From an optimization exercise on the open Yosys and OpenROAD flow, aimed at small area, a short achievable clock period and few clock cycles per item; shortcuts taken in it are not production practice.
The RTL was checked by simulation tests, not by an equivalence proof against the original design.
Power and IR drop assume default switching activity.

==> inputs of build 70 <==
## simple_cpu_top
module simple_cpu_top #(
    parameter BIT_WIDTH = 16,
    parameter PROGRAM_FILE = "program.mem"
)(
    input wire clk,
    input wire rst_n,
    input wire start,
    input wire [BIT_WIDTH-1:0] operand_a,
    input wire [BIT_WIDTH-1:0] operand_b,
    output wire [BIT_WIDTH-1:0] result,
    output wire done
);
==> flow/config.mk <==
export PLATFORM = sky130hd
export DESIGN_NAME = simple_cpu_top
export DESIGN_NICKNAME = simple_cpu_top
export VERILOG_FILES = /design/flow/design.v
export SDC_FILE = /design/flow/constraint.sdc
export NUM_CORES = 4
export LEC_CHECK = 0
export CAP_MARGIN = 20
export CORE_MARGIN = 2
export CORE_UTILIZATION = 40
export SLEW_MARGIN = 20
export SYNTH_HIERARCHICAL = 1
export SYNTH_MINIMUM_KEEP_SIZE = 0
==> flow/constraint.sdc <==
create_clock -name core_clock -period 5.0 [get_ports {clk}]
set_input_delay 1.0000 -clock core_clock [delete_from_list [all_inputs] [get_ports {clk}]]
set_output_delay 1.0000 -clock core_clock [all_outputs]
set_load 0.01 [all_outputs]
run.sh (not shown) runs the stock make flow with config.mk's settings and CLKGATE_MAP_FILE= SYNTH_SCRIPT=/design/flow/synth_recipe.tcl, a recipe that flattens the netlist after the stock synthesis.
==> build 26 (differences from build 70) <==
Settings changed: GPL_TIMING_DRIVEN set to 0, SETUP_SLACK_MARGIN set to 0.1.
==> run summary <==
metric	build 70	build 26
Place WS	-0.8276 ns	-1.022 ns
Final critical-path required period	4.889 ns	5.090 ns
Status	timing/DRC/antenna clean	complete, but fails checks
Layout check failures	-	negative setup slack
Total wire length after detailed routing	10.23 mm	9.902 mm
Wire length on met1	4.374 mm	4.273 mm
Setup TNS	0 ns	-0.09022 ns
Multi-input combinational cell area	0.003655 mm2	0.003684 mm2
Cell count after placement	599	546
Flop pwr share	10.0%	10.3%
Area added between synthesis and finish	34.76%	32.86%
Worst setup path start	operand_a[4]	operand_a[10]
Post-layout instance area	0.005326 mm2	0.005251 mm2
Fraction of layout instances using a drive strength above 1	34.82%	32.05%
Worst-case headroom to the max-slew limit	44.27%	55.43%
Drt initial violations	66	70
Via count normalized by instance count	4.937	4.993
Slew @ Worst Pin	0.8334 ns	0.6664 ns
Internal Pwr Total	1.926 mW	1.782 mW
Count of buffer and inverter cells on the critical path	3	1
Final critical-path setup slack	0.1113 ns	-0.09022 ns
Total of clock buffers placed in the layout	4	3
Testbench counts of build 70, summed over its fixed seeds: cycles 384, items 384.
Testbench counts of build 26, summed over its fixed seeds: cycles 384, items 384.

==> run Y <==
Another version of the RTL of simple_cpu_top (not shown whole).
clock: 5.0 ns
lec_check: 0
cap_margin: 20
core_margin: 2
core_utilization: 50
gpl_timing_driven: 0
slew_margin: 20
synth_hierarchical: 1
synth_minimum_keep_size: 0
standard.sh (not shown) runs the stock make flow with config.mk's settings and CLKGATE_MAP_FILE= SYNTH_SCRIPT=/design/flow/synth_recipe.tcl, a recipe that flattens the netlist after the stock synthesis.
==> flow/flow/run.sh <==
#!/bin/bash
# The standard layout with: port buffers made from buf_2 cells (ORFS's
# default picks a delay buffer, clkdlybuf4s50_1); the buffers that synthesis
# (ABC) inserted removed at floorplan, leaving buffering to the resizer, which
# sees the placement; and ORFS's power recovery after global routing, which
# downsizes gates off the critical paths.
set -euo pipefail
bash standard.sh "BUFFER_PORTS_ARGS=-buffer_cell sky130_fd_sc_hd__buf_2" REMOVE_ABC_BUFFERS=1 RECOVER_POWER=100 finish > standard_run.log 2>&1
==> run H: changes against run Y <==
==> flow/config.mk (replaced) <==
export PLATFORM = sky130hd
export DESIGN_NAME = simple_cpu_top
export DESIGN_NICKNAME = simple_cpu_top
export VERILOG_FILES = /design/flow/design.v
export SDC_FILE = /design/flow/constraint.sdc
export NUM_CORES = 4
export LEC_CHECK = 0
export CAP_MARGIN = 20
export CORE_MARGIN = 2
export CORE_UTILIZATION = 40
export GPL_TIMING_DRIVEN = 0
export SLEW_MARGIN = 20
export SYNTH_HIERARCHICAL = 1
export SYNTH_MINIMUM_KEEP_SIZE = 0
==> run Z: changes against run Y <==
--- a/flow/design.v
+++ b/flow/design.v
@@ -149,18 +149,18 @@
     wire w141, w142;
     mul_xn u4 (.x(w46), .y(w138), .s(w141));
     mul_or u5 (.x(w46), .y(w138), .c(w142));
     wire w143, w144;
     mul_fa u6 (.x(w20), .y(w34), .z(w47), .s(w143), .c(w144));
     wire w145, w146;
     mul_fa u7 (.x(w5), .y(w59), .z(w140), .s(w145), .c(w146));
     wire w147, w148;
-    mul_xn u8 (.x(w142), .y(w143), .s(w147));
-    mul_or u9 (.x(w142), .y(w143), .c(w148));
+    mul_xn u8 (.x(w143), .y(w142), .s(w147));
+    mul_or u9 (.x(w143), .y(w142), .c(w148));
     wire w149, w150;
     mul_fa u10 (.x(w21), .y(w35), .z(w48), .s(w149), .c(w150));
     wire w151, w152;
     mul_fa u11 (.x(w6), .y(w60), .z(w71), .s(w151), .c(w152));
     wire w153, w154;
     mul_fa u12 (.x(w144), .y(w149), .z(w151), .s(w153), .c(w154));
     wire w155, w156;
     mul_xn u13 (.x(w148), .y(w146), .s(w155));
@@ -254,18 +254,18 @@
     mul_fa u60 (.x(w227), .y(w229), .z(w231), .s(w237), .c(w238));
     wire w239, w240;
     mul_fa u61 (.x(w233), .y(w216), .z(w218), .s(w239), .c(w240));
     wire w241, w242;
     mul_fa u62 (.x(w235), .y(w237), .z(w220), .s(w241), .c(w242));
     wire w243, w244;
     mul_fa u63 (.x(w222), .y(w239), .z(w241), .s(w243), .c(w244));
     wire w245, w246;
-    mul_xn u64 (.x(w224), .y(w243), .s(w245));
-    mul_or u65 (.x(w224), .y(w243), .c(w246));
+    mul_xn u64 (.x(w224), .y(w226), .s(w245));
+    mul_or u65 (.x(w224), .y(w226), .c(w246));
     wire w247, w248;
     mul_fa u66 (.x(w105), .y(w112), .z(w118), .s(w247), .c(w248));
     wire w249, w250;
     mul_fa u67 (.x(w123), .y(w127), .z(w13), .s(w249), .c(w250));
     wire w251, w252;
     mul_fa u68 (.x(w28), .y(w42), .z(w55), .s(w251), .c(w252));
     wire w253, w254;
     mul_fa u69 (.x(w67), .y(w78), .z(w88), .s(w253), .c(w254));
@@ -372,19 +372,19 @@
     mul_x2 u121 (.x(w302), .y(w331), .s(w335));
     wire w336;
     mul_x2 u122 (.x(w332), .y(w333), .s(w336));
     wire w337;
     mul_x2 u123 (.x(w334), .y(w335), .s(w337));
     wire w338;
     mul_x2 u124 (.x(w336), .y(w337), .s(w338));
     wire w339;
-    mul_x2 u125 (.x(w304), .y(w306), .s(w339));
+    mul_x2 u125 (.x(w304), .y(w338), .s(w339));
     wire w340;
-    mul_x2 u126 (.x(w308), .y(w338), .s(w340));
+    mul_x2 u126 (.x(w306), .y(w308), .s(w340));
     wire w341;
     mul_x2 u127 (.x(w339), .y(w340), .s(w341));
     wire w342;
     mul_x2 u128 (.x(w341), .y(w310), .s(w342));
     wire w343;
     mul_x2 u129 (.x(w312), .y(w342), .s(w343));
     wire w344;
     mul_x2 u130 (.x(w343), .y(w314), .s(w344));
@@ -395,72 +395,75 @@
     wire w347 = w17 | w2;
     wire w348, w349;
     mul_fa u133 (.x(w32), .y(w137), .z(w347), .s(w348), .c(w349));
     wire w350, w351;
     mul_fa u134 (.x(w141), .y(w139), .z(w349), .s(w350), .c(w351));
     wire w352, w353;
     mul_fa u135 (.x(w147), .y(w145), .z(w351), .s(w352), .c(w353));
     wire w354, w355;
-    mul_fa u136 (.x(w155), .y(w153), .z(w353), .s(w354), .c(w355));
+    mul_fa u136 (.x(w153), .y(w155), .z(w353), .s(w354), .c(w355));
     wire w356, w357;
     mul_ha u137 (.x(w165), .y(w163), .s(w356), .c(w357));
     wire w358;
     mul_ao u138 (.g(w357), .p(w356), .ci(w355), .co(w358));
     wire w359, w360;
-    mul_ha u139 (.x(w177), .y(w175), .s(w359), .c(w360));
+    mul_ha u139 (.x(w175), .y(w177), .s(w359), .c(w360));
     wire w361;
-    mul_ao u140 (.g(w360), .p(w359), .ci(w358), .co(w361));
-    wire w362, w363;
-    mul_ha u141 (.x(w191), .y(w189), .s(w362), .c(w363));
-    wire w364;
-    mul_ao u142 (.g(w363), .p(w362), .ci(w361), .co(w364));
-    wire w365, w366;
-    mul_ha u143 (.x(w205), .y(w207), .s(w365), .c(w366));
-    wire w367;
-    mul_ao u144 (.g(w366), .p(w365), .ci(w364), .co(w367));
-    wire w368, w369;
-    mul_ha u145 (.x(w208), .y(w225), .s(w368), .c(w369));
-    wire w370;
-    mul_ao u146 (.g(w369), .p(w368), .ci(w367), .co(w370));
-    wire w371, w372;
-    mul_ha u147 (.x(w226), .y(w245), .s(w371), .c(w372));
-    wire w373;
-    mul_ao u148 (.g(w372), .p(w371), .ci(w370), .co(w373));
-    wire w374, w375;
-    mul_ha u149 (.x(w246), .y(w267), .s(w374), .c(w375));
-    wire w376;
-    mul_ao u150 (.g(w375), .p(w374), .ci(w373), .co(w376));
-    wire w377, w378;
-    mul_ha u151 (.x(w268), .y(w291), .s(w377), .c(w378));
+    mul_ao u140 (.g(w360), .p(w359), .ci(w357), .co(w361));
+    wire w362 = w359 & w356;
+    wire w363;
+    mul_ao u141 (.g(w361), .p(w362), .ci(w355), .co(w363));
+    wire w364, w365;
+    mul_ha u142 (.x(w191), .y(w189), .s(w364), .c(w365));
+    wire w366;
+    mul_ao u143 (.g(w365), .p(w364), .ci(w363), .co(w366));
+    wire w367, w368;
+    mul_ha u144 (.x(w205), .y(w207), .s(w367), .c(w368));
+    wire w369;
+    mul_ao u145 (.g(w368), .p(w367), .ci(w366), .co(w369));
+    wire w370, w371;
+    mul_ha u146 (.x(w225), .y(w208), .s(w370), .c(w371));
+    wire w372;
+    mul_ao u147 (.g(w371), .p(w370), .ci(w369), .co(w372));
+    wire w373, w374;
+    mul_ha u148 (.x(w243), .y(w245), .s(w373), .c(w374));
+    wire w375;
+    mul_ao u149 (.g(w374), .p(w373), .ci(w372), .co(w375));
+    wire w376, w377;
+    mul_ha u150 (.x(w246), .y(w267), .s(w376), .c(w377));
+    wire w378;
+    mul_ao u151 (.g(w377), .p(w376), .ci(w375), .co(w378));
     wire w379, w380;
-    mul_ha u152 (.x(w317), .y(w292), .s(w379), .c(w380));
-    wire w381;
-    mul_ao u153 (.g(w380), .p(w379), .ci(w378), .co(w381));
-    wire w382 = w379 & w377;
+    mul_ha u152 (.x(w291), .y(w268), .s(w379), .c(w380));
+    wire w381, w382;
+    mul_ha u153 (.x(w317), .y(w292), .s(w381), .c(w382));
     wire w383;
-    mul_ao u154 (.g(w378), .p(w377), .ci(w376), .co(w383));
-    wire w384;
-    mul_ao u155 (.g(w381), .p(w382), .ci(w376), .co(w384));
+    mul_ao u154 (.g(w382), .p(w381), .ci(w380), .co(w383));
+    wire w384 = w381 & w379;
+    wire w385;
+    mul_ao u155 (.g(w380), .p(w379), .ci(w378), .co(w385));
+    wire w386;
+    mul_ao u156 (.g(w383), .p(w384), .ci(w378), .co(w386));
     assign p[0] = ~w1;
     assign p[1] = w17 ^ w2;
     assign p[2] = ~w348;
     assign p[3] = ~w350;
     assign p[4] = ~w352;
     assign p[5] = ~w354;
     assign p[6] = ~(w356 ^ w355);
     assign p[7] = ~(w359 ^ w358);
-    assign p[8] = ~(w362 ^ w361);
-    assign p[9] = ~(w365 ^ w364);
-    assign p[10] = ~(w368 ^ w367);
-    assign p[11] = ~(w371 ^ w370);
-    assign p[12] = ~(w374 ^ w373);
-    assign p[13] = ~(w377 ^ w376);
-    assign p[14] = ~(w379 ^ w383);
-    assign p[15] = (w346 ^ w384);
+    assign p[8] = ~(w364 ^ w363);
+    assign p[9] = ~(w367 ^ w366);
+    assign p[10] = ~(w370 ^ w369);
+    assign p[11] = ~(w373 ^ w372);
+    assign p[12] = ~(w376 ^ w375);
+    assign p[13] = ~(w379 ^ w378);
+    assign p[14] = ~(w381 ^ w385);
+    assign p[15] = (w346 ^ w386);
 endmodule
 module mul_fa (
     input wire x, y, z,
     output wire s, c
 );
     assign s = x ^ y ^ z;
     assign c = (x & y) | (x & z) | (y & z);
 endmodule
==> flow/flow/run.sh (replaced) <==
#!/bin/bash
# The standard layout with: port buffers made from buf_2 cells (ORFS's
# default picks a delay buffer, clkdlybuf4s50_1) and the output-port buffers
# then reduced to buf_1; the buffers that synthesis (ABC) inserted removed at
# floorplan, leaving buffering to the resizer, which sees the placement; and
# ORFS's power recovery after global routing, which downsizes gates off the
# critical paths.
set -euo pipefail
bash standard.sh "BUFFER_PORTS_ARGS=-buffer_cell sky130_fd_sc_hd__buf_2" "POST_GLOBAL_PLACE_TCL=$(pwd)/flow/outbuf.tcl" REMOVE_ABC_BUFFERS=1 RECOVER_POWER=100 finish > standard_run.log 2>&1
==> flow/flow/outbuf.tcl (new file) <==
# After global placement: the output-port buffers drive only the port's fixed
# load and have plenty of slack, so use the smallest buffer for them; so also
# for input-port buffers with few loads (the resizer upsizes any that need it).
foreach inst [get_cells output*] {
  replace_cell $inst sky130_fd_sc_hd__buf_1
}
foreach inst [get_cells input*] {
  set pin [get_pins -of_objects $inst -filter "direction == output"]
  set net [get_nets -of_objects $pin]
  set nload [llength [get_pins -of_objects $net -filter "direction == input"]]
  if {$nload <= 4} {
    replace_cell $inst sky130_fd_sc_hd__buf_1
  }
}
==> flow/config.mk (replaced) <==
export PLATFORM = sky130hd
export DESIGN_NAME = simple_cpu_top
export DESIGN_NICKNAME = simple_cpu_top
export VERILOG_FILES = /design/flow/design.v
export SDC_FILE = /design/flow/constraint.sdc
export NUM_CORES = 4
export LEC_CHECK = 0
export CAP_MARGIN = 20
export CORE_MARGIN = 2
export CORE_UTILIZATION = 40
export CTS_BUF_LIST = sky130_fd_sc_hd__clkbuf_4
export GPL_TIMING_DRIVEN = 0
export SLEW_MARGIN = 20
export SYNTH_HIERARCHICAL = 1
export SYNTH_MINIMUM_KEEP_SIZE = 0
==> qor summary <==
                                                                               run Y         run Z         run H
Resized cells post-CTS                                                             5             1             5
Pre-CTS setup slack                                                        -0.362 ns     -0.342 ns     -0.344 ns
Clock insertion delay at the later pin of the skew report                    0.25 ns       0.29 ns       0.25 ns
End of the worst hold path                                              control.done             -  control.done
FF-to-FF setup slack                                                         4.30 ns       4.29 ns       4.30 ns
Clock-pin slew of the registers on the worst-case setup and hold paths       0.07 ns       0.10 ns       0.07 ns
Total placed cells including tap cells                                           473           487           485
Starting Density                                                               0.520         0.411         0.409
Worst slew slack as a fraction of its limit                                    0.329         0.388         0.340
Routed via count divided by cell count                                          5.23          5.09          5.17
Power attributed to combinational cells                                      1.72 mW       1.66 mW       1.71 mW
Cell area after placement                                                  3800 um^2     3800 um^2     3820 um^2
Fraction of standard cell area in multi-input logic                            0.747         0.756         0.746
Routed WL per cell                                                           15.9 um       15.3 um       15.8 um
Signal arrival time at the worst endpoint                                    4.83 ns       4.87 ns       4.85 ns
Xor-xnor portion of the synthesized cell area                                  0.126         0.125         0.126
Number of cells produced by synthesis                                            344           346           344
Required time at the endpoint of the critical path                           5.00 ns       5.05 ns       5.00 ns
Synth Area in Simple Gates                                                     0.173         0.173         0.173
Switching power                                                               914 uW        865 uW        906 uW
Horizontal extent of the die                                                 88.3 um       98.4 um       98.2 um
Final weighted congestion in routability-driven placement                      0.870             -         0.858
Area used by multi-input combinational logic                               2920 um^2     2910 um^2     2910 um^2
Worst setup path start                                                  operand_a[4]  operand_b[0]  operand_b[2]
Average cell area after synthesis                                          10.3 um^2     10.3 um^2     10.3 um^2
Run status                                                  timing/DRC/antenna clean  timing/DRC/antenna clean  timing/DRC/antenna clean
Overall Power                                                                2.17 mW       2.09 mW       2.17 mW
Testbench counts of run Y, summed over its fixed seeds: cycles 384, items 384.
Testbench counts of run H, summed over its fixed seeds: cycles 384, items 384.
Testbench counts of run Z, summed over its fixed seeds: cycles 384, items 384.

[static timing again, ports no longer ideal]
Ports are ideal in the flow. The routed layouts listed here were re-timed in OpenROAD.
Step 1 (the two cells are an assumption about what drives the block):
set clk [get_ports {clk}]
set_driving_cell -lib_cell sky130_fd_sc_hd__clkbuf_16 $clk
set_driving_cell -lib_cell sky130_fd_sc_hd__buf_2 [delete_from_list [all_inputs] $clk]
Step 2 times the ports against the registers' clock, not the clock port: input delays grow and output delays shrink by t, the midpoint of the rising clock arrivals with the driver on.
Slacks: ideal / step 1 / step 2; pairs: ideal / step 1.
| run | t, ns | setup WS [ns] | worst register clock-pin slew, ns |
|---|---|---|---|
| build 70 | 0.275 | 0.111 / 0.107 / -0.168 | 0.07 / 0.07 |
| build 26 | 0.267 | -0.090 / -0.091 / -0.358 | 0.06 / 0.06 |
| run Y | 0.277 | 0.168 / 0.150 / -0.127 | 0.07 / 0.07 |
| run H | 0.278 | 0.145 / 0.138 / -0.140 | 0.07 / 0.07 |
| run Z | 0.311 | 0.179 / 0.170 / -0.142 | 0.10 / 0.10 |
With both steps, setup timing fails in build 70, run Y, run H and run Z, where it was met with ideal ports. For run Z, which loses most, drivers alone change the setup slack by -0.009 ns; drivers and shift together by -0.321 ns.
